What follows belongs to an exercise in optimizing a design on an open flow for small area; a production flow would make more cautious choices. Only simulation tests tie the RTL to the original design; equivalence was not proved.

`flow/config.mk`:
```
export PLATFORM = sky130hd
export DESIGN_NAME = pe_unit
export DESIGN_NICKNAME = pe_unit
export VERILOG_FILES = /design/flow/design.v
export SDC_FILE = /design/flow/constraint.sdc
export NUM_CORES = 4
export LEC_CHECK = 0
export CAP_MARGIN = 20
export CORE_MARGIN = 2
export CORE_UTILIZATION = 25
export PLACE_DENSITY = 0.38
export SLEW_MARGIN = 20
```
`flow/constraint.sdc`:
```
create_clock -name core_clock -period 9.5 [get_ports {clk}]
set_input_delay 1.9000 -clock core_clock [delete_from_list [all_inputs] [get_ports {clk}]]
set_output_delay 1.9000 -clock core_clock [all_outputs]
set_load 0.01 [all_outputs]
```
`flow/design.v`:
```
package poly_arith_pkg;
    parameter int DWIDTH        = 256;           
    parameter int KEEP_WIDTH    = DWIDTH / 8;    
    parameter int BYTE_SIZE     = 8;
    parameter int Q             = 3329;          
    parameter int N             = 256;           
    parameter int LOG_N         = 8;             
    parameter int COEFF_WIDTH   = 12;            
    parameter int STORE_WIDTH   = 16;            
    parameter int COEFFS_PER_BEAT = DWIDTH / STORE_WIDTH;
    parameter int BEATS_PER_POLY  = N / COEFFS_PER_BEAT;
    typedef logic [11:0] coeff_t;  
    parameter logic [11:0] OMEGA_4_NTT  = 12'd1729;    
    parameter logic [11:0] OMEGA_4_INTT = 12'd1600;    
    parameter logic [11:0] INV_2_MOD_Q  = 12'd1665;    
    typedef enum logic [3:0] {
        PE_MODE_CWM    = 4'b1000,  
        PE_MODE_NTT    = 4'b1010,  
        PE_MODE_INTT   = 4'b1111,  
        PE_MODE_ADDSUB = 4'b0011,  
        PE_MODE_COMP   = 4'b1100,  
        PE_MODE_DECOMP = 4'b0100   
    } pe_mode_e;
endpackage : poly_arith_pkg
module mod_uni_add_sub (
    input  logic [11:0] op1_i,
    input  logic [11:0] op2_i,
    input  logic        is_sub_i,
    output logic [11:0] result_o
);
    logic [12:0] op2, sum, red;
    assign op2 = is_sub_i ? (13'd3329 - 13'(op2_i)) : 13'(op2_i);
    assign sum = 13'(op1_i) + op2;
    assign red = sum - 13'd3329;
    assign result_o = red[12] ? sum[11:0] : red[11:0];
endmodule
module mod_div_by_2 (
    input  logic [11:0] op_i,
    output logic [11:0] op_o
);
    assign op_o = {1'b0, op_i[11:1]} + (op_i[0] ? 12'd1665 : 12'd0);
endmodule
module mm_stage1 (
    input  logic [11:0] a_i,
    input  logic [11:0] b_i,
    output logic [13:0] s_o
);
    logic [23:0] p;
    mul12 u_mul (.a(a_i), .b(b_i), .p(p));
    wire [3:0] l1_s = p[15:12];
    wire [11:0] l1;
    assign l1[0] = (l1_s == 4'd1) | (l1_s == 4'd3) | (l1_s == 4'd6) | (l1_s == 4'd8) | (l1_s == 4'd9) | (l1_s == 4'd11) | (l1_s == 4'd13) | (l1_s == 4'd14);
    assign l1[1] = (l1_s == 4'd1) | (l1_s == 4'd2) | (l1_s == 4'd5) | (l1_s == 4'd8) | (l1_s == 4'd11) | (l1_s == 4'd12) | (l1_s == 4'd14) | (l1_s == 4'd15);
    assign l1[2] = (l1_s == 4'd1) | (l1_s == 4'd2) | (l1_s == 4'd3) | (l1_s == 4'd4) | (l1_s == 4'd8) | (l1_s == 4'd9) | (l1_s == 4'd10) | (l1_s == 4'd14) | (l1_s == 4'd15);
    assign l1[3] = (l1_s == 4'd1) | (l1_s == 4'd2) | (l1_s == 4'd3) | (l1_s == 4'd4) | (l1_s == 4'd5) | (l1_s == 4'd6) | (l1_s == 4'd7) | (l1_s == 4'd14) | (l1_s == 4'd15);
    assign l1[4] = (l1_s == 4'd1) | (l1_s == 4'd2) | (l1_s == 4'd3) | (l1_s == 4'd4) | (l1_s == 4'd5) | (l1_s == 4'd6) | (l1_s == 4'd7) | (l1_s == 4'd8) | (l1_s == 4'd9) | (l1_s == 4'd10) | (l1_s == 4'd11) | (l1_s == 4'd12) | (l1_s == 4'd13);
    assign l1[5] = (l1_s == 4'd1) | (l1_s == 4'd2) | (l1_s == 4'd3) | (l1_s == 4'd4) | (l1_s == 4'd5) | (l1_s == 4'd6) | (l1_s == 4'd7) | (l1_s == 4'd8) | (l1_s == 4'd9) | (l1_s == 4'd10) | (l1_s == 4'd11) | (l1_s == 4'd12) | (l1_s == 4'd13) | (l1_s == 4'd14) | (l1_s == 4'd15);
    assign l1[6] = (l1_s == 4'd1) | (l1_s == 4'd2) | (l1_s == 4'd3) | (l1_s == 4'd4) | (l1_s == 4'd5) | (l1_s == 4'd6) | (l1_s == 4'd7) | (l1_s == 4'd8) | (l1_s == 4'd9) | (l1_s == 4'd10) | (l1_s == 4'd11) | (l1_s == 4'd12) | (l1_s == 4'd13) | (l1_s == 4'd14) | (l1_s == 4'd15);
    assign l1[7] = (l1_s == 4'd1) | (l1_s == 4'd2) | (l1_s == 4'd3) | (l1_s == 4'd4) | (l1_s == 4'd5) | (l1_s == 4'd6) | (l1_s == 4'd7) | (l1_s == 4'd8) | (l1_s == 4'd9) | (l1_s == 4'd10) | (l1_s == 4'd11) | (l1_s == 4'd12) | (l1_s == 4'd13) | (l1_s == 4'd14) | (l1_s == 4'd15);
    assign l1[8] = (l1_s == 4'd2) | (l1_s == 4'd4) | (l1_s == 4'd5) | (l1_s == 4'd7) | (l1_s == 4'd10) | (l1_s == 4'd12) | (l1_s == 4'd15);
    assign l1[9] = (l1_s == 4'd1) | (l1_s == 4'd4) | (l1_s == 4'd7) | (l1_s == 4'd8) | (l1_s == 4'd10) | (l1_s == 4'd11) | (l1_s == 4'd14);
    assign l1[10] = (l1_s == 4'd2) | (l1_s == 4'd6) | (l1_s == 4'd7) | (l1_s == 4'd11) | (l1_s == 4'd13) | (l1_s == 4'd15);
    assign l1[11] = (l1_s == 4'd3) | (l1_s == 4'd4) | (l1_s == 4'd8) | (l1_s == 4'd12) | (l1_s == 4'd13);
    wire [3:0] l2_s = p[19:16];
    wire [11:0] l2;
    assign l2[0] = (l2_s == 4'd1) | (l2_s == 4'd2) | (l2_s == 4'd3) | (l2_s == 4'd7) | (l2_s == 4'd8) | (l2_s == 4'd9) | (l2_s == 4'd13) | (l2_s == 4'd14) | (l2_s == 4'd15);
    assign l2[1] = (l2_s == 4'd4) | (l2_s == 4'd5) | (l2_s == 4'd6) | (l2_s == 4'd7) | (l2_s == 4'd8) | (l2_s == 4'd9);
    assign l2[2] = (l2_s == 4'd1) | (l2_s == 4'd3) | (l2_s == 4'd5) | (l2_s == 4'd7) | (l2_s == 4'd9) | (l2_s == 4'd10) | (l2_s == 4'd12) | (l2_s == 4'd14);
    assign l2[3] = (l2_s == 4'd1) | (l2_s == 4'd2) | (l2_s == 4'd5) | (l2_s == 4'd6) | (l2_s == 4'd9) | (l2_s == 4'd10) | (l2_s == 4'd11) | (l2_s == 4'd14) | (l2_s == 4'd15);
    assign l2[4] = (l2_s == 4'd2) | (l2_s == 4'd4) | (l2_s == 4'd5) | (l2_s == 4'd7) | (l2_s == 4'd10) | (l2_s == 4'd12) | (l2_s == 4'd15);
    assign l2[5] = (l2_s == 4'd1) | (l2_s == 4'd4) | (l2_s == 4'd7) | (l2_s == 4'd8) | (l2_s == 4'd10) | (l2_s == 4'd11) | (l2_s == 4'd14);
    assign l2[6] = (l2_s == 4'd1) | (l2_s == 4'd2) | (l2_s == 4'd3) | (l2_s == 4'd7) | (l2_s == 4'd8) | (l2_s == 4'd9) | (l2_s == 4'd14) | (l2_s == 4'd15);
    assign l2[7] = (l2_s == 4'd1) | (l2_s == 4'd2) | (l2_s == 4'd3) | (l2_s == 4'd4) | (l2_s == 4'd5) | (l2_s == 4'd6) | (l2_s == 4'd14) | (l2_s == 4'd15);
    assign l2[8] = (l2_s == 4'd4) | (l2_s == 4'd5) | (l2_s == 4'd6) | (l2_s == 4'd10) | (l2_s == 4'd11) | (l2_s == 4'd12) | (l2_s == 4'd14) | (l2_s == 4'd15);
    assign l2[9] = (l2_s == 4'd7) | (l2_s == 4'd8) | (l2_s == 4'd9) | (l2_s == 4'd10) | (l2_s == 4'd11) | (l2_s == 4'd12) | (l2_s == 4'd14) | (l2_s == 4'd15);
    assign l2[10] = (l2_s == 4'd2) | (l2_s == 4'd5) | (l2_s == 4'd8) | (l2_s == 4'd11) | (l2_s == 4'd13) | (l2_s == 4'd14);
    assign l2[11] = (l2_s == 4'd1) | (l2_s == 4'd4) | (l2_s == 4'd7) | (l2_s == 4'd10) | (l2_s == 4'd13);
    wire [3:0] l3_s = p[23:20];
    wire [11:0] l3;
    assign l3[0] = (l3_s == 4'd2) | (l3_s == 4'd4) | (l3_s == 4'd6) | (l3_s == 4'd8) | (l3_s == 4'd10);
    assign l3[1] = (l3_s == 4'd1) | (l3_s == 4'd2) | (l3_s == 4'd5) | (l3_s == 4'd6) | (l3_s == 4'd9) | (l3_s == 4'd10);
    assign l3[2] = (l3_s == 4'd1) | (l3_s == 4'd4) | (l3_s == 4'd6) | (l3_s == 4'd7) | (l3_s == 4'd9);
    assign l3[3] = (l3_s == 4'd2) | (l3_s == 4'd5) | (l3_s == 4'd6) | (l3_s == 4'd8) | (l3_s == 4'd9);
    assign l3[4] = (l3_s == 4'd3) | (l3_s == 4'd4) | (l3_s == 4'd5) | (l3_s == 4'd6) | (l3_s == 4'd10);
    assign l3[5] = (l3_s == 4'd7) | (l3_s == 4'd8) | (l3_s == 4'd9) | (l3_s == 4'd10);
    assign l3[6] = (l3_s == 4'd1) | (l3_s == 4'd3) | (l3_s == 4'd5) | (l3_s == 4'd7) | (l3_s == 4'd9);
    assign l3[7] = (l3_s == 4'd1) | (l3_s == 4'd2) | (l3_s == 4'd5) | (l3_s == 4'd6) | (l3_s == 4'd9) | (l3_s == 4'd10);
    assign l3[8] = (l3_s == 4'd5) | (l3_s == 4'd6) | (l3_s == 4'd7) | (l3_s == 4'd8);
    assign l3[9] = (l3_s == 4'd5) | (l3_s == 4'd6) | (l3_s == 4'd7) | (l3_s == 4'd8) | (l3_s == 4'd9) | (l3_s == 4'd10);
    assign l3[10] = (l3_s == 4'd1) | (l3_s == 4'd2) | (l3_s == 4'd3) | (l3_s == 4'd4);
    assign l3[11] = (l3_s == 4'd1) | (l3_s == 4'd2) | (l3_s == 4'd3) | (l3_s == 4'd4) | (l3_s == 4'd5) | (l3_s == 4'd6) | (l3_s == 4'd7) | (l3_s == 4'd8) | (l3_s == 4'd9) | (l3_s == 4'd10);
    assign s_o = 14'(l1) + 14'(l2) + 14'(l3) + 14'(p[11:0]);
endmodule
module mm_stage2 (
    input  logic [13:0] s_i,
    output logic [11:0] r_o
);
    logic [11:0] l4;
    logic [12:0] f, g;
    always_comb begin
        case (s_i[13:12])
            2'd0: l4 = 12'd0;
            2'd1: l4 = 12'd767;
            2'd2: l4 = 12'd1534;
            default: l4 = 12'd2301;
        endcase
    end
    assign f = 13'(s_i[11:0]) + 13'(l4);
    assign g = f - 13'd3329;
    assign r_o = g[12] ? f[11:0] : g[11:0];
endmodule
module mul12(input [11:0] a, input [11:0] b, output [23:0] p);
  wire [143:0] pp;
  assign pp[0] = (a[0] & b[0]);
  assign pp[1] = (a[0] & b[1]);
  assign pp[2] = (a[0] & b[2]);
  assign pp[3] = (a[0] & b[3]);
  assign pp[4] = (a[0] & b[4]);
  assign pp[5] = (a[0] & b[5]);
  assign pp[6] = (a[0] & b[6]);
  assign pp[7] = (a[0] & b[7]);
  assign pp[8] = (a[0] & b[8]);
  assign pp[9] = (a[0] & b[9]);
  assign pp[10] = (a[0] & b[10]);
  assign pp[11] = (a[0] & b[11]);
  assign pp[12] = (a[1] & b[0]);
  assign pp[13] = (a[1] & b[1]);
  assign pp[14] = (a[1] & b[2]);
  assign pp[15] = (a[1] & b[3]);
  assign pp[16] = (a[1] & b[4]);
  assign pp[17] = (a[1] & b[5]);
  assign pp[18] = (a[1] & b[6]);
  assign pp[19] = (a[1] & b[7]);
  assign pp[20] = (a[1] & b[8]);
  assign pp[21] = (a[1] & b[9]);
  assign pp[22] = (a[1] & b[10]);
  assign pp[23] = (a[1] & b[11]);
  assign pp[24] = (a[2] & b[0]);
  assign pp[25] = (a[2] & b[1]);
  assign pp[26] = (a[2] & b[2]);
  assign pp[27] = (a[2] & b[3]);
  assign pp[28] = (a[2] & b[4]);
  assign pp[29] = (a[2] & b[5]);
  assign pp[30] = (a[2] & b[6]);
  assign pp[31] = (a[2] & b[7]);
  assign pp[32] = (a[2] & b[8]);
  assign pp[33] = (a[2] & b[9]);
  assign pp[34] = (a[2] & b[10]);
  assign pp[35] = (a[2] & b[11]);
  assign pp[36] = (a[3] & b[0]);
  assign pp[37] = (a[3] & b[1]);
  assign pp[38] = (a[3] & b[2]);
  assign pp[39] = (a[3] & b[3]);
  assign pp[40] = (a[3] & b[4]);
  assign pp[41] = (a[3] & b[5]);
  assign pp[42] = (a[3] & b[6]);
  assign pp[43] = (a[3] & b[7]);
  assign pp[44] = (a[3] & b[8]);
  assign pp[45] = (a[3] & b[9]);
  assign pp[46] = (a[3] & b[10]);
  assign pp[47] = (a[3] & b[11]);
  assign pp[48] = (a[4] & b[0]);
  assign pp[49] = (a[4] & b[1]);
  assign pp[50] = (a[4] & b[2]);
  assign pp[51] = (a[4] & b[3]);
  assign pp[52] = (a[4] & b[4]);
  assign pp[53] = (a[4] & b[5]);
  assign pp[54] = (a[4] & b[6]);
  assign pp[55] = (a[4] & b[7]);
  assign pp[56] = (a[4] & b[8]);
  assign pp[57] = (a[4] & b[9]);
  assign pp[58] = (a[4] & b[10]);
  assign pp[59] = (a[4] & b[11]);
  assign pp[60] = (a[5] & b[0]);
  assign pp[61] = (a[5] & b[1]);
  assign pp[62] = (a[5] & b[2]);
  assign pp[63] = (a[5] & b[3]);
  assign pp[64] = (a[5] & b[4]);
  assign pp[65] = (a[5] & b[5]);
  assign pp[66] = (a[5] & b[6]);
  assign pp[67] = (a[5] & b[7]);
  assign pp[68] = (a[5] & b[8]);
  assign pp[69] = (a[5] & b[9]);
  assign pp[70] = (a[5] & b[10]);
  assign pp[71] = (a[5] & b[11]);
  assign pp[72] = (a[6] & b[0]);
  assign pp[73] = (a[6] & b[1]);
  assign pp[74] = (a[6] & b[2]);
  assign pp[75] = (a[6] & b[3]);
  assign pp[76] = (a[6] & b[4]);
  assign pp[77] = (a[6] & b[5]);
  assign pp[78] = (a[6] & b[6]);
  assign pp[79] = (a[6] & b[7]);
  assign pp[80] = (a[6] & b[8]);
  assign pp[81] = (a[6] & b[9]);
  assign pp[82] = (a[6] & b[10]);
  assign pp[83] = (a[6] & b[11]);
  assign pp[84] = (a[7] & b[0]);
  assign pp[85] = (a[7] & b[1]);
  assign pp[86] = (a[7] & b[2]);
  assign pp[87] = (a[7] & b[3]);
  assign pp[88] = (a[7] & b[4]);
  assign pp[89] = (a[7] & b[5]);
  assign pp[90] = (a[7] & b[6]);
  assign pp[91] = (a[7] & b[7]);
  assign pp[92] = (a[7] & b[8]);
  assign pp[93] = (a[7] & b[9]);
  assign pp[94] = (a[7] & b[10]);
  assign pp[95] = (a[7] & b[11]);
  assign pp[96] = (a[8] & b[0]);
  assign pp[97] = (a[8] & b[1]);
  assign pp[98] = (a[8] & b[2]);
  assign pp[99] = (a[8] & b[3]);
  assign pp[100] = (a[8] & b[4]);
  assign pp[101] = (a[8] & b[5]);
  assign pp[102] = (a[8] & b[6]);
  assign pp[103] = (a[8] & b[7]);
  assign pp[104] = (a[8] & b[8]);
  assign pp[105] = (a[8] & b[9]);
  assign pp[106] = (a[8] & b[10]);
  assign pp[107] = (a[8] & b[11]);
  assign pp[108] = (a[9] & b[0]);
  assign pp[109] = (a[9] & b[1]);
  assign pp[110] = (a[9] & b[2]);
  assign pp[111] = (a[9] & b[3]);
  assign pp[112] = (a[9] & b[4]);
  assign pp[113] = (a[9] & b[5]);
  assign pp[114] = (a[9] & b[6]);
  assign pp[115] = (a[9] & b[7]);
  assign pp[116] = (a[9] & b[8]);
  assign pp[117] = (a[9] & b[9]);
  assign pp[118] = (a[9] & b[10]);
  assign pp[119] = (a[9] & b[11]);
  assign pp[120] = (a[10] & b[0]);
  assign pp[121] = (a[10] & b[1]);
  assign pp[122] = (a[10] & b[2]);
  assign pp[123] = (a[10] & b[3]);
  assign pp[124] = (a[10] & b[4]);
  assign pp[125] = (a[10] & b[5]);
  assign pp[126] = (a[10] & b[6]);
  assign pp[127] = (a[10] & b[7]);
  assign pp[128] = (a[10] & b[8]);
  assign pp[129] = (a[10] & b[9]);
  assign pp[130] = (a[10] & b[10]);
  assign pp[131] = (a[10] & b[11]);
  assign pp[132] = (a[11] & b[0]);
  assign pp[133] = (a[11] & b[1]);
  assign pp[134] = (a[11] & b[2]);
  assign pp[135] = (a[11] & b[3]);
  assign pp[136] = (a[11] & b[4]);
  assign pp[137] = (a[11] & b[5]);
  assign pp[138] = (a[11] & b[6]);
  assign pp[139] = (a[11] & b[7]);
  assign pp[140] = (a[11] & b[8]);
  assign pp[141] = (a[11] & b[9]);
  assign pp[142] = (a[11] & b[10]);
  assign pp[143] = (a[11] & b[11]);
  wire mul12_t1 = pp[9] ^ pp[20];
  wire mul12_t2 = pp[9] & pp[20];
  wire mul12_t3 = pp[10] ^ pp[21] ^ pp[32];
  wire mul12_t4 = (pp[10] & pp[21]) | (pp[10] & pp[32]) | (pp[21] & pp[32]);
  wire mul12_t5 = pp[43] ^ pp[54];
  wire mul12_t6 = pp[43] & pp[54];
  wire mul12_t7 = pp[11] ^ pp[22] ^ pp[33];
  wire mul12_t8 = (pp[11] & pp[22]) | (pp[11] & pp[33]) | (pp[22] & pp[33]);
  wire mul12_t9 = pp[44] ^ pp[55] ^ pp[66];
  wire mul12_t10 = (pp[44] & pp[55]) | (pp[44] & pp[66]) | (pp[55] & pp[66]);
  wire mul12_t11 = pp[77] ^ pp[88];
  wire mul12_t12 = pp[77] & pp[88];
  wire mul12_t13 = pp[23] ^ pp[34] ^ pp[45];
  wire mul12_t14 = (pp[23] & pp[34]) | (pp[23] & pp[45]) | (pp[34] & pp[45]);
  wire mul12_t15 = pp[56] ^ pp[67] ^ pp[78];
  wire mul12_t16 = (pp[56] & pp[67]) | (pp[56] & pp[78]) | (pp[67] & pp[78]);
  wire mul12_t17 = pp[89] ^ pp[100];
  wire mul12_t18 = pp[89] & pp[100];
  wire mul12_t19 = pp[35] ^ pp[46] ^ pp[57];
  wire mul12_t20 = (pp[35] & pp[46]) | (pp[35] & pp[57]) | (pp[46] & pp[57]);
  wire mul12_t21 = pp[68] ^ pp[79] ^ pp[90];
  wire mul12_t22 = (pp[68] & pp[79]) | (pp[68] & pp[90]) | (pp[79] & pp[90]);
  wire mul12_t23 = pp[47] ^ pp[58] ^ pp[69];
  wire mul12_t24 = (pp[47] & pp[58]) | (pp[47] & pp[69]) | (pp[58] & pp[69]);
  wire mul12_t25 = pp[6] ^ pp[17];
  wire mul12_t26 = pp[6] & pp[17];
  wire mul12_t27 = pp[7] ^ pp[18] ^ pp[29];
  wire mul12_t28 = (pp[7] & pp[18]) | (pp[7] & pp[29]) | (pp[18] & pp[29]);
  wire mul12_t29 = pp[40] ^ pp[51];
  wire mul12_t30 = pp[40] & pp[51];
  wire mul12_t31 = pp[8] ^ pp[19] ^ pp[30];
  wire mul12_t32 = (pp[8] & pp[19]) | (pp[8] & pp[30]) | (pp[19] & pp[30]);
  wire mul12_t33 = pp[41] ^ pp[52] ^ pp[63];
  wire mul12_t34 = (pp[41] & pp[52]) | (pp[41] & pp[63]) | (pp[52] & pp[63]);
  wire mul12_t35 = pp[74] ^ pp[85];
  wire mul12_t36 = pp[74] & pp[85];
  wire mul12_t37 = mul12_t1 ^ pp[31] ^ pp[42];
  wire mul12_t38 = (mul12_t1 & pp[31]) | (mul12_t1 & pp[42]) | (pp[31] & pp[42]);
  wire mul12_t39 = pp[53] ^ pp[64] ^ pp[75];
  wire mul12_t40 = (pp[53] & pp[64]) | (pp[53] & pp[75]) | (pp[64] & pp[75]);
  wire mul12_t41 = pp[86] ^ pp[97] ^ pp[108];
  wire mul12_t42 = (pp[86] & pp[97]) | (pp[86] & pp[108]) | (pp[97] & pp[108]);
  wire mul12_t43 = mul12_t2 ^ mul12_t3 ^ mul12_t5;
  wire mul12_t44 = (mul12_t2 & mul12_t3) | (mul12_t2 & mul12_t5) | (mul12_t3 & mul12_t5);
  wire mul12_t45 = pp[65] ^ pp[76] ^ pp[87];
  wire mul12_t46 = (pp[65] & pp[76]) | (pp[65] & pp[87]) | (pp[76] & pp[87]);
  wire mul12_t47 = pp[98] ^ pp[109] ^ pp[120];
  wire mul12_t48 = (pp[98] & pp[109]) | (pp[98] & pp[120]) | (pp[109] & pp[120]);
  wire mul12_t49 = mul12_t4 ^ mul12_t6 ^ mul12_t7;
  wire mul12_t50 = (mul12_t4 & mul12_t6) | (mul12_t4 & mul12_t7) | (mul12_t6 & mul12_t7);
  wire mul12_t51 = mul12_t9 ^ mul12_t11 ^ pp[99];
  wire mul12_t52 = (mul12_t9 & mul12_t11) | (mul12_t9 & pp[99]) | (mul12_t11 & pp[99]);
  wire mul12_t53 = pp[110] ^ pp[121] ^ pp[132];
  wire mul12_t54 = (pp[110] & pp[121]) | (pp[110] & pp[132]) | (pp[121] & pp[132]);
  wire mul12_t55 = mul12_t8 ^ mul12_t10 ^ mul12_t12;
  wire mul12_t56 = (mul12_t8 & mul12_t10) | (mul12_t8 & mul12_t12) | (mul12_t10 & mul12_t12);
  wire mul12_t57 = mul12_t13 ^ mul12_t15 ^ mul12_t17;
  wire mul12_t58 = (mul12_t13 & mul12_t15) | (mul12_t13 & mul12_t17) | (mul12_t15 & mul12_t17);
  wire mul12_t59 = pp[111] ^ pp[122] ^ pp[133];
  wire mul12_t60 = (pp[111] & pp[122]) | (pp[111] & pp[133]) | (pp[122] & pp[133]);
  wire mul12_t61 = mul12_t14 ^ mul12_t16 ^ mul12_t18;
  wire mul12_t62 = (mul12_t14 & mul12_t16) | (mul12_t14 & mul12_t18) | (mul12_t16 & mul12_t18);
  wire mul12_t63 = mul12_t19 ^ mul12_t21 ^ pp[101];
  wire mul12_t64 = (mul12_t19 & mul12_t21) | (mul12_t19 & pp[101]) | (mul12_t21 & pp[101]);
  wire mul12_t65 = pp[112] ^ pp[123] ^ pp[134];
  wire mul12_t66 = (pp[112] & pp[123]) | (pp[112] & pp[134]) | (pp[123] & pp[134]);
  wire mul12_t67 = mul12_t20 ^ mul12_t22 ^ mul12_t23;
  wire mul12_t68 = (mul12_t20 & mul12_t22) | (mul12_t20 & mul12_t23) | (mul12_t22 & mul12_t23);
  wire mul12_t69 = pp[80] ^ pp[91] ^ pp[102];
  wire mul12_t70 = (pp[80] & pp[91]) | (pp[80] & pp[102]) | (pp[91] & pp[102]);
  wire mul12_t71 = pp[113] ^ pp[124] ^ pp[135];
  wire mul12_t72 = (pp[113] & pp[124]) | (pp[113] & pp[135]) | (pp[124] & pp[135]);
  wire mul12_t73 = mul12_t24 ^ pp[59] ^ pp[70];
  wire mul12_t74 = (mul12_t24 & pp[59]) | (mul12_t24 & pp[70]) | (pp[59] & pp[70]);
  wire mul12_t75 = pp[81] ^ pp[92] ^ pp[103];
  wire mul12_t76 = (pp[81] & pp[92]) | (pp[81] & pp[103]) | (pp[92] & pp[103]);
  wire mul12_t77 = pp[114] ^ pp[125] ^ pp[136];
  wire mul12_t78 = (pp[114] & pp[125]) | (pp[114] & pp[136]) | (pp[125] & pp[136]);
  wire mul12_t79 = pp[71] ^ pp[82] ^ pp[93];
  wire mul12_t80 = (pp[71] & pp[82]) | (pp[71] & pp[93]) | (pp[82] & pp[93]);
  wire mul12_t81 = pp[104] ^ pp[115] ^ pp[126];
  wire mul12_t82 = (pp[104] & pp[115]) | (pp[104] & pp[126]) | (pp[115] & pp[126]);
  wire mul12_t83 = pp[83] ^ pp[94] ^ pp[105];
  wire mul12_t84 = (pp[83] & pp[94]) | (pp[83] & pp[105]) | (pp[94] & pp[105]);
  wire mul12_t85 = pp[4] ^ pp[15];
  wire mul12_t86 = pp[4] & pp[15];
  wire mul12_t87 = pp[5] ^ pp[16] ^ pp[27];
  wire mul12_t88 = (pp[5] & pp[16]) | (pp[5] & pp[27]) | (pp[16] & pp[27]);
  wire mul12_t89 = pp[38] ^ pp[49];
  wire mul12_t90 = pp[38] & pp[49];
  wire mul12_t91 = mul12_t25 ^ pp[28] ^ pp[39];
  wire mul12_t92 = (mul12_t25 & pp[28]) | (mul12_t25 & pp[39]) | (pp[28] & pp[39]);
  wire mul12_t93 = pp[50] ^ pp[61] ^ pp[72];
  wire mul12_t94 = (pp[50] & pp[61]) | (pp[50] & pp[72]) | (pp[61] & pp[72]);
  wire mul12_t95 = mul12_t26 ^ mul12_t27 ^ mul12_t29;
  wire mul12_t96 = (mul12_t26 & mul12_t27) | (mul12_t26 & mul12_t29) | (mul12_t27 & mul12_t29);
  wire mul12_t97 = pp[62] ^ pp[73] ^ pp[84];
  wire mul12_t98 = (pp[62] & pp[73]) | (pp[62] & pp[84]) | (pp[73] & pp[84]);
  wire mul12_t99 = mul12_t28 ^ mul12_t30 ^ mul12_t31;
  wire mul12_t100 = (mul12_t28 & mul12_t30) | (mul12_t28 & mul12_t31) | (mul12_t30 & mul12_t31);
  wire mul12_t101 = mul12_t33 ^ mul12_t35 ^ pp[96];
  wire mul12_t102 = (mul12_t33 & mul12_t35) | (mul12_t33 & pp[96]) | (mul12_t35 & pp[96]);
  wire mul12_t103 = mul12_t32 ^ mul12_t34 ^ mul12_t36;
  wire mul12_t104 = (mul12_t32 & mul12_t34) | (mul12_t32 & mul12_t36) | (mul12_t34 & mul12_t36);
  wire mul12_t105 = mul12_t37 ^ mul12_t39 ^ mul12_t41;
  wire mul12_t106 = (mul12_t37 & mul12_t39) | (mul12_t37 & mul12_t41) | (mul12_t39 & mul12_t41);
  wire mul12_t107 = mul12_t38 ^ mul12_t40 ^ mul12_t42;
  wire mul12_t108 = (mul12_t38 & mul12_t40) | (mul12_t38 & mul12_t42) | (mul12_t40 & mul12_t42);
  wire mul12_t109 = mul12_t43 ^ mul12_t45 ^ mul12_t47;
  wire mul12_t110 = (mul12_t43 & mul12_t45) | (mul12_t43 & mul12_t47) | (mul12_t45 & mul12_t47);
  wire mul12_t111 = mul12_t44 ^ mul12_t46 ^ mul12_t48;
  wire mul12_t112 = (mul12_t44 & mul12_t46) | (mul12_t44 & mul12_t48) | (mul12_t46 & mul12_t48);
  wire mul12_t113 = mul12_t49 ^ mul12_t51 ^ mul12_t53;
  wire mul12_t114 = (mul12_t49 & mul12_t51) | (mul12_t49 & mul12_t53) | (mul12_t51 & mul12_t53);
  wire mul12_t115 = mul12_t50 ^ mul12_t52 ^ mul12_t54;
  wire mul12_t116 = (mul12_t50 & mul12_t52) | (mul12_t50 & mul12_t54) | (mul12_t52 & mul12_t54);
  wire mul12_t117 = mul12_t55 ^ mul12_t57 ^ mul12_t59;
  wire mul12_t118 = (mul12_t55 & mul12_t57) | (mul12_t55 & mul12_t59) | (mul12_t57 & mul12_t59);
  wire mul12_t119 = mul12_t56 ^ mul12_t58 ^ mul12_t60;
  wire mul12_t120 = (mul12_t56 & mul12_t58) | (mul12_t56 & mul12_t60) | (mul12_t58 & mul12_t60);
  wire mul12_t121 = mul12_t61 ^ mul12_t63 ^ mul12_t65;
  wire mul12_t122 = (mul12_t61 & mul12_t63) | (mul12_t61 & mul12_t65) | (mul12_t63 & mul12_t65);
  wire mul12_t123 = mul12_t62 ^ mul12_t64 ^ mul12_t66;
  wire mul12_t124 = (mul12_t62 & mul12_t64) | (mul12_t62 & mul12_t66) | (mul12_t64 & mul12_t66);
  wire mul12_t125 = mul12_t67 ^ mul12_t69 ^ mul12_t71;
  wire mul12_t126 = (mul12_t67 & mul12_t69) | (mul12_t67 & mul12_t71) | (mul12_t69 & mul12_t71);
  wire mul12_t127 = mul12_t68 ^ mul12_t70 ^ mul12_t72;
  wire mul12_t128 = (mul12_t68 & mul12_t70) | (mul12_t68 & mul12_t72) | (mul12_t70 & mul12_t72);
  wire mul12_t129 = mul12_t73 ^ mul12_t75 ^ mul12_t77;
  wire mul12_t130 = (mul12_t73 & mul12_t75) | (mul12_t73 & mul12_t77) | (mul12_t75 & mul12_t77);
  wire mul12_t131 = mul12_t74 ^ mul12_t76 ^ mul12_t78;
  wire mul12_t132 = (mul12_t74 & mul12_t76) | (mul12_t74 & mul12_t78) | (mul12_t76 & mul12_t78);
  wire mul12_t133 = mul12_t79 ^ mul12_t81 ^ pp[137];
  wire mul12_t134 = (mul12_t79 & mul12_t81) | (mul12_t79 & pp[137]) | (mul12_t81 & pp[137]);
  wire mul12_t135 = mul12_t80 ^ mul12_t82 ^ mul12_t83;
  wire mul12_t136 = (mul12_t80 & mul12_t82) | (mul12_t80 & mul12_t83) | (mul12_t82 & mul12_t83);
  wire mul12_t137 = pp[116] ^ pp[127] ^ pp[138];
  wire mul12_t138 = (pp[116] & pp[127]) | (pp[116] & pp[138]) | (pp[127] & pp[138]);
  wire mul12_t139 = mul12_t84 ^ pp[95] ^ pp[106];
  wire mul12_t140 = (mul12_t84 & pp[95]) | (mul12_t84 & pp[106]) | (pp[95] & pp[106]);
  wire mul12_t141 = pp[117] ^ pp[128] ^ pp[139];
  wire mul12_t142 = (pp[117] & pp[128]) | (pp[117] & pp[139]) | (pp[128] & pp[139]);
  wire mul12_t143 = pp[107] ^ pp[118] ^ pp[129];
  wire mul12_t144 = (pp[107] & pp[118]) | (pp[107] & pp[129]) | (pp[118] & pp[129]);
  wire mul12_t145 = pp[3] ^ pp[14];
  wire mul12_t146 = pp[3] & pp[14];
  wire mul12_t147 = mul12_t85 ^ pp[26] ^ pp[37];
  wire mul12_t148 = (mul12_t85 & pp[26]) | (mul12_t85 & pp[37]) | (pp[26] & pp[37]);
  wire mul12_t149 = mul12_t86 ^ mul12_t87 ^ mul12_t89;
  wire mul12_t150 = (mul12_t86 & mul12_t87) | (mul12_t86 & mul12_t89) | (mul12_t87 & mul12_t89);
  wire mul12_t151 = mul12_t88 ^ mul12_t90 ^ mul12_t91;
  wire mul12_t152 = (mul12_t88 & mul12_t90) | (mul12_t88 & mul12_t91) | (mul12_t90 & mul12_t91);
  wire mul12_t153 = mul12_t92 ^ mul12_t94 ^ mul12_t95;
  wire mul12_t154 = (mul12_t92 & mul12_t94) | (mul12_t92 & mul12_t95) | (mul12_t94 & mul12_t95);
  wire mul12_t155 = mul12_t96 ^ mul12_t98 ^ mul12_t99;
  wire mul12_t156 = (mul12_t96 & mul12_t98) | (mul12_t96 & mul12_t99) | (mul12_t98 & mul12_t99);
  wire mul12_t157 = mul12_t100 ^ mul12_t102 ^ mul12_t103;
  wire mul12_t158 = (mul12_t100 & mul12_t102) | (mul12_t100 & mul12_t103) | (mul12_t102 & mul12_t103);
  wire mul12_t159 = mul12_t104 ^ mul12_t106 ^ mul12_t107;
  wire mul12_t160 = (mul12_t104 & mul12_t106) | (mul12_t104 & mul12_t107) | (mul12_t106 & mul12_t107);
  wire mul12_t161 = mul12_t108 ^ mul12_t110 ^ mul12_t111;
  wire mul12_t162 = (mul12_t108 & mul12_t110) | (mul12_t108 & mul12_t111) | (mul12_t110 & mul12_t111);
  wire mul12_t163 = mul12_t112 ^ mul12_t114 ^ mul12_t115;
  wire mul12_t164 = (mul12_t112 & mul12_t114) | (mul12_t112 & mul12_t115) | (mul12_t114 & mul12_t115);
  wire mul12_t165 = mul12_t116 ^ mul12_t118 ^ mul12_t119;
  wire mul12_t166 = (mul12_t116 & mul12_t118) | (mul12_t116 & mul12_t119) | (mul12_t118 & mul12_t119);
  wire mul12_t167 = mul12_t120 ^ mul12_t122 ^ mul12_t123;
  wire mul12_t168 = (mul12_t120 & mul12_t122) | (mul12_t120 & mul12_t123) | (mul12_t122 & mul12_t123);
  wire mul12_t169 = mul12_t124 ^ mul12_t126 ^ mul12_t127;
  wire mul12_t170 = (mul12_t124 & mul12_t126) | (mul12_t124 & mul12_t127) | (mul12_t126 & mul12_t127);
  wire mul12_t171 = mul12_t128 ^ mul12_t130 ^ mul12_t131;
  wire mul12_t172 = (mul12_t128 & mul12_t130) | (mul12_t128 & mul12_t131) | (mul12_t130 & mul12_t131);
  wire mul12_t173 = mul12_t132 ^ mul12_t134 ^ mul12_t135;
  wire mul12_t174 = (mul12_t132 & mul12_t134) | (mul12_t132 & mul12_t135) | (mul12_t134 & mul12_t135);
  wire mul12_t175 = mul12_t136 ^ mul12_t138 ^ mul12_t139;
  wire mul12_t176 = (mul12_t136 & mul12_t138) | (mul12_t136 & mul12_t139) | (mul12_t138 & mul12_t139);
  wire mul12_t177 = mul12_t140 ^ mul12_t142 ^ mul12_t143;
  wire mul12_t178 = (mul12_t140 & mul12_t142) | (mul12_t140 & mul12_t143) | (mul12_t142 & mul12_t143);
  wire mul12_t179 = mul12_t144 ^ pp[119] ^ pp[130];
  wire mul12_t180 = (mul12_t144 & pp[119]) | (mul12_t144 & pp[130]) | (pp[119] & pp[130]);
  wire mul12_t181 = pp[2] ^ pp[13];
  wire mul12_t182 = pp[2] & pp[13];
  wire mul12_t183 = mul12_t145 ^ pp[25] ^ pp[36];
  wire mul12_t184 = (mul12_t145 & pp[25]) | (mul12_t145 & pp[36]) | (pp[25] & pp[36]);
  wire mul12_t185 = mul12_t146 ^ mul12_t147 ^ pp[48];
  wire mul12_t186 = (mul12_t146 & mul12_t147) | (mul12_t146 & pp[48]) | (mul12_t147 & pp[48]);
  wire mul12_t187 = mul12_t148 ^ mul12_t149 ^ pp[60];
  wire mul12_t188 = (mul12_t148 & mul12_t149) | (mul12_t148 & pp[60]) | (mul12_t149 & pp[60]);
  wire mul12_t189 = mul12_t150 ^ mul12_t151 ^ mul12_t93;
  wire mul12_t190 = (mul12_t150 & mul12_t151) | (mul12_t150 & mul12_t93) | (mul12_t151 & mul12_t93);
  wire mul12_t191 = mul12_t152 ^ mul12_t153 ^ mul12_t97;
  wire mul12_t192 = (mul12_t152 & mul12_t153) | (mul12_t152 & mul12_t97) | (mul12_t153 & mul12_t97);
  wire mul12_t193 = mul12_t154 ^ mul12_t155 ^ mul12_t101;
  wire mul12_t194 = (mul12_t154 & mul12_t155) | (mul12_t154 & mul12_t101) | (mul12_t155 & mul12_t101);
  wire mul12_t195 = mul12_t156 ^ mul12_t157 ^ mul12_t105;
  wire mul12_t196 = (mul12_t156 & mul12_t157) | (mul12_t156 & mul12_t105) | (mul12_t157 & mul12_t105);
  wire mul12_t197 = mul12_t158 ^ mul12_t159 ^ mul12_t109;
  wire mul12_t198 = (mul12_t158 & mul12_t159) | (mul12_t158 & mul12_t109) | (mul12_t159 & mul12_t109);
  wire mul12_t199 = mul12_t160 ^ mul12_t161 ^ mul12_t113;
  wire mul12_t200 = (mul12_t160 & mul12_t161) | (mul12_t160 & mul12_t113) | (mul12_t161 & mul12_t113);
  wire mul12_t201 = mul12_t162 ^ mul12_t163 ^ mul12_t117;
  wire mul12_t202 = (mul12_t162 & mul12_t163) | (mul12_t162 & mul12_t117) | (mul12_t163 & mul12_t117);
  wire mul12_t203 = mul12_t164 ^ mul12_t165 ^ mul12_t121;
  wire mul12_t204 = (mul12_t164 & mul12_t165) | (mul12_t164 & mul12_t121) | (mul12_t165 & mul12_t121);
  wire mul12_t205 = mul12_t166 ^ mul12_t167 ^ mul12_t125;
  wire mul12_t206 = (mul12_t166 & mul12_t167) | (mul12_t166 & mul12_t125) | (mul12_t167 & mul12_t125);
  wire mul12_t207 = mul12_t168 ^ mul12_t169 ^ mul12_t129;
  wire mul12_t208 = (mul12_t168 & mul12_t169) | (mul12_t168 & mul12_t129) | (mul12_t169 & mul12_t129);
  wire mul12_t209 = mul12_t170 ^ mul12_t171 ^ mul12_t133;
  wire mul12_t210 = (mul12_t170 & mul12_t171) | (mul12_t170 & mul12_t133) | (mul12_t171 & mul12_t133);
  wire mul12_t211 = mul12_t172 ^ mul12_t173 ^ mul12_t137;
  wire mul12_t212 = (mul12_t172 & mul12_t173) | (mul12_t172 & mul12_t137) | (mul12_t173 & mul12_t137);
  wire mul12_t213 = mul12_t174 ^ mul12_t175 ^ mul12_t141;
  wire mul12_t214 = (mul12_t174 & mul12_t175) | (mul12_t174 & mul12_t141) | (mul12_t175 & mul12_t141);
  wire mul12_t215 = mul12_t176 ^ mul12_t177 ^ pp[140];
  wire mul12_t216 = (mul12_t176 & mul12_t177) | (mul12_t176 & pp[140]) | (mul12_t177 & pp[140]);
  wire mul12_t217 = mul12_t178 ^ mul12_t179 ^ pp[141];
  wire mul12_t218 = (mul12_t178 & mul12_t179) | (mul12_t178 & pp[141]) | (mul12_t179 & pp[141]);
  wire mul12_t219 = mul12_t180 ^ pp[131] ^ pp[142];
  wire mul12_t220 = (mul12_t180 & pp[131]) | (mul12_t180 & pp[142]) | (pp[131] & pp[142]);
  wire [23:0] ra = {1'b0, mul12_t220, mul12_t218, mul12_t216, mul12_t214, mul12_t212, mul12_t210, mul12_t208, mul12_t206, mul12_t204, mul12_t202, mul12_t200, mul12_t198, mul12_t196, mul12_t194, mul12_t192, mul12_t190, mul12_t188, mul12_t186, mul12_t184, mul12_t182, mul12_t181, pp[1], pp[0]};
  wire [23:0] rb = {1'b0, pp[143], mul12_t219, mul12_t217, mul12_t215, mul12_t213, mul12_t211, mul12_t209, mul12_t207, mul12_t205, mul12_t203, mul12_t201, mul12_t199, mul12_t197, mul12_t195, mul12_t193, mul12_t191, mul12_t189, mul12_t187, mul12_t185, mul12_t183, pp[24], pp[12], 1'b0};
  assign p = ra + rb;
endmodule
module pe_unit (
    input   logic           clk,
    input   logic           rst,
    input   logic           valid_i,
    input   logic [3:0]     ctrl_i,
    input   logic           mode_i,
    input   poly_arith_pkg::coeff_t         op_a0_i,
    input   poly_arith_pkg::coeff_t         op_a1_i,
    input   poly_arith_pkg::coeff_t         op_a2_i,
    input   poly_arith_pkg::coeff_t         op_a3_i,
    input   poly_arith_pkg::coeff_t         op_b0_i,
    input   poly_arith_pkg::coeff_t         op_b1_i,
    input   poly_arith_pkg::coeff_t         op_b2_i,
    input   poly_arith_pkg::coeff_t         op_b3_i,
    output  poly_arith_pkg::coeff_t         z0_o,
    output  poly_arith_pkg::coeff_t         z1_o,
    output  poly_arith_pkg::coeff_t         z2_o,
    output  poly_arith_pkg::coeff_t         z3_o,
    output  logic           valid_o
);
    logic m_as, m_comp, m_intt, m_ntt, m_cwm;
    assign m_as   = ~ctrl_i[3] & ~ctrl_i[2];                
    assign m_comp =  ctrl_i[2] & ~ctrl_i[1];                
    assign m_intt =  ctrl_i[2] &  ctrl_i[1];                
    assign m_ntt  =  ctrl_i[3] & ~ctrl_i[2] &  ctrl_i[1];   
    assign m_cwm  =  ctrl_i[3] & ~ctrl_i[2] & ~ctrl_i[1];   
    logic r_as, r_comp, r_intt, r_ntt, r_cwm, r_intt4, r_lat4, r_mode;
    always_ff @(posedge clk) begin
        r_as    <= m_as;
        r_comp  <= m_comp;
        r_intt  <= m_intt;
        r_ntt   <= m_ntt;
        r_cwm   <= m_cwm;
        r_intt4 <= m_intt & ~mode_i;                 
        r_lat4  <= (m_ntt | m_intt) & mode_i;        
        r_mode  <= mode_i;
    end
    logic [8:1] v;
    always_ff @(posedge clk) begin
        if (rst) begin
            v <= '0;
        end else begin
            v[1] <= valid_i;
            v[2] <= v[1] & ~r_as;
            v[3] <= v[2];
            v[4] <= v[3] & ~r_comp;
            v[5] <= v[4] & ~r_lat4;
            v[6] <= v[5];
            v[7] <= v[6];
            v[8] <= v[7];
        end
    end
    assign valid_o = r_as ? v[1] : r_comp ? v[3] : r_lat4 ? v[4] : v[8];
    logic [7:0][11:0] b1;
    logic [13:0] s0, s1, s2, s3;
    logic [5:0][11:0] c2;
    logic [5:0][11:0] c3;
    logic [2:0][11:0] c4;
    logic [3:0][11:0] c5;
    logic [3:0][11:0] c6;
    logic [3:0][11:0] c7;
    logic [3:0][11:0] z;
    logic [11:0] ma0_a, ma0_b, ma1_a, ma1_b, ma2_a, ma2_b, ma3_a, ma3_b;
    logic [13:0] ma0_s, ma1_s, ma2_s, ma3_s;
    logic [11:0] rb0, rb1, rb2, rb3;
    assign ma0_a = r_intt4 ? c2[1] : b1[2];
    assign ma0_b = r_intt4 ? c2[3] : b1[4];
    assign ma1_a = r_intt4 ? c3[1] : b1[1];
    assign ma1_b = r_intt4 ? c3[5] : b1[5];
    assign ma2_a = r_intt4 ? c3[2] : b1[3];
    assign ma2_b = r_intt4 ? c3[4] : b1[6];
    assign ma3_a = (r_ntt | r_cwm) ? c3[3] : r_comp ? b1[0] : b1[2];
    assign ma3_b = (r_ntt | r_cwm) ? c3[4] : b1[7];
    mm_stage1 u_ma0 (.a_i(ma0_a), .b_i(ma0_b), .s_o(ma0_s));
    mm_stage1 u_ma1 (.a_i(ma1_a), .b_i(ma1_b), .s_o(ma1_s));
    mm_stage1 u_ma2 (.a_i(ma2_a), .b_i(ma2_b), .s_o(ma2_s));
    mm_stage1 u_ma3 (.a_i(ma3_a), .b_i(ma3_b), .s_o(ma3_s));
    mm_stage2 u_rb0 (.s_i(s0), .r_o(rb0));
    mm_stage2 u_rb1 (.s_i(s1), .r_o(rb1));
    mm_stage2 u_rb2 (.s_i(s2), .r_o(rb2));
    mm_stage2 u_rb3 (.s_i(s3), .r_o(rb3));
    logic [7:0][11:0] as_a;
    logic [7:0][11:0] as_b;
    logic [7:0]  as_sub;
    logic [7:0][11:0] as_r;
    assign as_a[0] = m_ntt ? c2[0] : op_a0_i;
    assign as_b[0] = m_ntt ? rb0 : m_as ? op_b0_i : op_a1_i;
    assign as_sub[0] = m_as & mode_i;
    assign as_a[1] = m_ntt ? c2[0] : m_as ? op_a1_i : op_a0_i;
    assign as_b[1] = m_ntt ? rb0 : m_as ? op_b1_i : op_a1_i;
    assign as_sub[1] = ~m_as | mode_i;
    assign as_a[2] = m_ntt ? rb1 : op_a2_i;
    assign as_b[2] = m_ntt ? rb2 : m_as ? op_b2_i : op_a3_i;
    assign as_sub[2] = m_as & mode_i;
    assign as_a[3] = (m_ntt | m_cwm) ? rb1 : m_as ? op_a3_i : op_a2_i;
    assign as_b[3] = (m_ntt | m_cwm) ? rb2 : m_as ? op_b3_i : op_a3_i;
    assign as_sub[3] = m_as ? mode_i : ~m_cwm;      
    assign as_a[4] = r_intt ? b1[0] : c4[0];
    assign as_b[4] = r_intt ? b1[1] : c4[2];
    assign as_sub[4] = 1'b0;
    assign as_a[5] = r_intt ? b1[0] : c4[0];
    assign as_b[5] = r_intt ? b1[1] : r_cwm ? rb3 : c4[2];
    assign as_sub[5] = ~r_cwm;
    assign as_a[6] = r_intt ? c2[2] : c4[1];
    assign as_b[6] = rb3;
    assign as_sub[6] = 1'b0;
    assign as_a[7] = r_cwm ? c3[1] : r_intt ? rb3 : c4[1];
    assign as_b[7] = r_cwm ? c3[5] : r_intt ? c2[2] : rb3;
    assign as_sub[7] = 1'b1;
    for (genvar k = 0; k < 8; k++) begin : g_as
        mod_uni_add_sub u_as (.op1_i(as_a[k]), .op2_i(as_b[k]), .is_sub_i(as_sub[k]), .result_o(as_r[k]));
    end
    logic [11:0] d_q, d_h, d_f;
    mod_div_by_2 u_div_q (.op_i(as_r[4]), .op_o(d_q));
    mod_div_by_2 u_div_h (.op_i(r_intt4 ? d_q : b1[0]), .op_o(d_h));
    mod_div_by_2 u_div_f (.op_i(as_r[5]), .op_o(d_f));
    always_ff @(posedge clk) begin
        b1[0] <= m_intt ? as_r[0] : op_a0_i;
        b1[1] <= m_intt ? as_r[2] : m_cwm ? op_a0_i : op_a1_i;
        b1[2] <= m_intt ? as_r[1] : m_cwm ? as_r[0] : op_a2_i;
        b1[3] <= m_intt ? as_r[3] : m_cwm ? op_a1_i : op_a3_i;
        b1[4] <= m_comp ? op_b2_i : m_cwm ? as_r[2] : op_b0_i;
        b1[5] <= m_cwm ? op_a2_i : op_b1_i;
        b1[6] <= m_cwm ? op_a3_i : m_comp ? op_b3_i : op_b2_i;
        b1[7] <= (m_comp | m_cwm) ? op_b0_i : op_b3_i;
        s0 <= ma0_s;
        s1 <= ma1_s;
        s2 <= ma2_s;
        s3 <= ma3_s;
        c2[0] <= r_intt ? d_h : b1[0];
        c2[1] <= r_intt ? d_f : b1[7];
        c2[2] <= b1[3];
        c2[3] <= r_cwm ? b1[7] : b1[4];
        c2[4] <= b1[5];
        c2[5] <= b1[6];
        c3[0] <= r_ntt ? as_r[0] : r_cwm ? rb1 : c2[0];
        c3[1] <= r_ntt ? as_r[1] : r_intt4 ? as_r[6] : rb0;
        c3[2] <= r_ntt ? as_r[2] : r_intt4 ? as_r[7] : rb1;
        c3[3] <= r_ntt ? as_r[3] : rb2;
        c3[4] <= r_ntt ? c2[1] : r_cwm ? c2[3] : c2[5];
        c3[5] <= r_cwm ? as_r[3] : c2[4];
        c4[0] <= c3[0];
        c4[1] <= r_ntt ? c3[1] : r_intt ? rb0 : as_r[7];
        c4[2] <= c3[2];
        c5[0] <= r_ntt ? as_r[4] : c4[0];
        c5[1] <= r_intt ? rb1 : as_r[5];
        c5[2] <= r_ntt ? as_r[6] : c4[1];
        c5[3] <= r_ntt ? as_r[7] : rb2;
        c6 <= c5;
        c7 <= c6;
        if (m_as) begin
            z[0] <= as_r[0]; z[1] <= as_r[1]; z[2] <= as_r[2]; z[3] <= as_r[3];
        end else if (r_comp) begin
            z[0] <= rb3; z[1] <= rb1; z[2] <= rb0; z[3] <= rb2;
        end else if (r_lat4) begin
            z[0] <= c3[0]; z[1] <= c3[1]; z[2] <= c3[2]; z[3] <= c3[3];
        end else begin
            z <= c7;
        end
    end
    assign z0_o = z[0];
    assign z1_o = z[1];
    assign z2_o = z[2];
    assign z3_o = z[3];
endmodule
```
`flow/run.sh`:
```
#!/bin/bash
# synth_recipe.tcl (not shown) runs the flow's synth.tcl, then flattens the netlist and writes it again
# the make line also repeats each setting of config.mk as NAME=value (left out here)
make -C /OpenROAD-flow-scripts/flow DESIGN_CONFIG=/design/flow/config.mk WORK_HOME=/design/flow/orfs CLKGATE_MAP_FILE= SYNTH_SCRIPT=/design/flow/synth_recipe.tcl finish
```
==> run summary <==
==> per-stage QoR <==
| stage | instances | utilization, % |
|---|---|---|
| CTS | 11000 | 31.4 |
| global route | 11100 | 32.4 |
| global placement | 10900 | 30.2 |
| floorplan | 7100 | - |
| finish | 11100 | 32.4 |
| detailed placement | 10900 | 30.2 |
==> logic make-up after synthesis <==
| family | share of synthesized area, % |
|---|---|
| and+or+nand+nor | 16.2 |
| AOI/OAI and AO/OA | 17.6 |
| buffers and inverters | 7.49 |
| adders and majority gates | 25.7 |
| DFF | 18.8 |
| xor gates and xnor gates | 7.49 |
| muxes | 6.66 |
==> path summary, 6_finish.rpt <==
| check | slack [ns] | end |
|---|---|---|
| worst max register to register | 0.35 | s3[13]$_DFF_P_ |
| worst max-delay path | 0.35 | s3[13]$_DFF_P_ |
| worst min register to register | 0.29 | c6[44]$_DFF_P_ |
| worst min-delay path | 0.29 | c6[44]$_DFF_P_ |
==> registers in the layout (all words and copies together) (netlist names) <==
name,count
b1,96
c2,72
c3,72
c4,36
c5,48
c6,48
c7,48
r_as,1
r_comp,1
r_cwm,1
r_intt,1
r_intt4,1
r_lat4,1
r_ntt,1
s0,14
s1,14
s2,14
s3,14
v,8
z,48
==> placed cells by master (no fill, tap or decap), types with 19 or more instances in the layout <==
cell type	instances
a31oi_1	66
buf_4	901
nor3_1	92
o21ai_1	45
a21boi_0	24
nor2_1	806
fa_2	21
a21oi_2	62
buf_12	31
mux2_2	121
clkdlybuf4s50_1	150
fa_1	447
and3_1	58
xor2_1	145
clkbuf_16	77
or3_1	40
o211ai_1	48
inv_2	33
nand2_1	604
ha_4	24
inv_1	830
o21ai_0	357
xnor2_1	296
or2_2	87
o21ai_2	19
mux2i_2	19
o21bai_1	67
ha_1	397
a21o_1	118
dfxtp_1	532
a21oi_1	436
and2_1	28
nand3_1	81
xnor2_2	25
a211oi_1	95
o21a_1	44
nand2b_1	84
mux2i_1	206
buf_6	21
nor2b_1	55
==> timing repair <==
action,CTS,global route
pin swaps,10,181
buffers inserted,3,58
hold buffers,0,0
endpoints found under the setup margin,28,180
gates resized for setup,55,401
gates cloned,0,3
==> final cells by class <==
class | instances | share of cell area [%]
diodes | 15 | 0.0508
clock buffers | 91 | 2.69
clock inverters | 43 | 0.772
inverters | 864 | 4.39
multi-input cells | 5423 | 59.8
flip-flops and latches | 539 | 14.6
well taps | 3009 | 5.10
repair buffers | 1110 | 12.5
==> critical path, delay by kind of cell, from the launching register on <==
kind	cells	cell delay, ns
buffers and inverters	9	0.91
AOI/OAI and AO/OA	18	3.03
and+or+nand+nor	3	0.45
muxes	1	0.37
DFF	1	0.43
adders and majority gates	9	3.49
xor gates and xnor gates	2	0.34
==> layer usage <==
metal / part of all wire [%] / vias up / routed length (µm)
li1: - / 25600 / -
met1: 43 / 26000 / 111000
met2: 46 / 1208 / 118000
met3: 3.7 / 417 / 9510
met4: 6.6 / 4 / 16800
met5: 0.010 / - / 26
==> results.yml <==
status:
  status: "finished clean"
worst_setup_path:
  cp-start-kind: "flip-flop"
  cp-startpoint: "r_comp$_DFF_P_"
  r2r_start: "r_comp$_DFF_P_"
  critical_path_required_ns: 10.07
  slowest_delay_ns: 0.56
  cp-end-kind: "flip-flop"
  path_common_cell: "a21oi_2"
  worstRegToRegCells: 42
  cpMaxStageDelayCell: "fa_1"
  crit_type: "flip-flop to flip-flop"
  cp_max_fo: 6
  cp.arrival_ns: 9.72
run:
  cap_viol_max_count: 0
global_route:
  grt_pass1_wl_um: 366000
  track_usage_pct: 21.4
  use_met3_pct: 1.89
  grt_util_met2_pct: 34.8
  grtUsageMet1_pct: 27.7
  antenna_found_initial: 23
  grt_max_degree: 73
  grt_pass1_vias: 52700
  busiest_layer: "met2"
  grt_overflow: 0
clock_network:
  root_buffer: "clkbuf_16"
  cts_buffers: 74
  cts_tree: "done"
  clock_path_buffers: 3
  htreeDepth: 3
  clock-sinks: 539
  clock_latency_ns: 0.70
  clkTransAtPathRegs_ns: 0.06
floorplan:
  num_rows: 175
  core_area_mm2: 0.228
  pin_count: 153
  die_y_um: 483
  die_area_mm2: 0.233
  die_w_um: 483
  start_util_pct: 25.2
yosys:
  synthArstFlopShare_pct: 0
  synth.net_count: 8103
  synth_flop_cell: "dfxtp_1"
  netlist_instances: 7100
  synth_area_leaders: "dfxtp_1 19%, fa_1 16%, ha_1 9.4%, inv_1 5.7%, nor2_1 5.3%"
  synth_top_area_share_pct: 18.8
  syn_area_per_cell_um2: 8.07
  synth_commonest_cells: "863 x inv_1, 813 x nor2_1, 617 x nand2_1"
  synth_most_common_cell: "inv_1"
  synth-edff-count: 0
  synth_area_mm2: 0.0573
  yosysTopAreaCell: "dfxtp_1"
  ys_seq_elements: 539
  synth_warnings: 2
  synth_cell_types: 110
  ys_seq_area_share_pct: 18.8
sta:
  worstMarginPinSlew_ns: 1.18
  setup_viol: 0
  final_critical_path_setup_slack_ns: 0.349
  fin_skew_ns: 0.0444
  max_freq_ghz: 0.109
  hold_violations: 0
  period_share_pct: 96.3
  drv_slew: 0
  rsz0062_at_grt: "true"
  fin_tns_setup_ns: 0
  whs_ns: 0.292
  timing.slew.headroom_pct: 20.9
  period_needed_ns: 9.15
hold_path:
  min_path_cells: 0
  min_path_type: "flip-flop to flip-flop"
  min_from: "c5[44]$_DFF_P_"
final_layout:
  multi_input_area_mm2: 0.0442
  drive_gt1_share_pct: 21.0
  area_growth_pct: 28.9
  fillers: 24200
  nNetsFinal: 9015
  finish.instance_area_mm2: 0.0739
  regArea_mm2: 0.0108
placement:
  routabilityCongestion: 0.992
  dp_hpwl_um: 213000
  io_buffers: 151
  place_area_mm2: 0.0687
  post-place-ws_ns: -0.391
detailed_routing:
  wl_um: 255000
  drtAntennaViolNets: 0
  drtPass1Iterations: 6
  wl_per_cell_um: 23.0
  vias: 53200
  drt_iter0_markers: 3463
  drc_errors: 0
  vias_per_cell: 4.79

[re-timing with driven ports]
How much do the figures lean on ideal ports? The routed layout below was timed once more, with nothing changed but the port constraints. Step 1 sets driving cells, clkbuf_16 on the clock port and buf_2 on the other inputs (assumed; they add their load-dependent delay and slew). Step 2 also shifts input and output timing later by t, the mid clock arrival at the registers, as if the neighbouring blocks saw the same clock. a / b / c = no drivers / after step 1 / after step 2; a / b = the first two.
t, ns: 0.759
setup WS [ns]: 0.349 / 0.349 / 0.349
clock arrival spread, ns: 0.047 / 0.048
worst slew at a driven data input, ns: 0.25
cell pins on the clock port's net: 1
After both steps this run still meets setup and hold. The setup slack of this run moves by 0.000 ns with the drivers and by 0.000 ns with both steps.
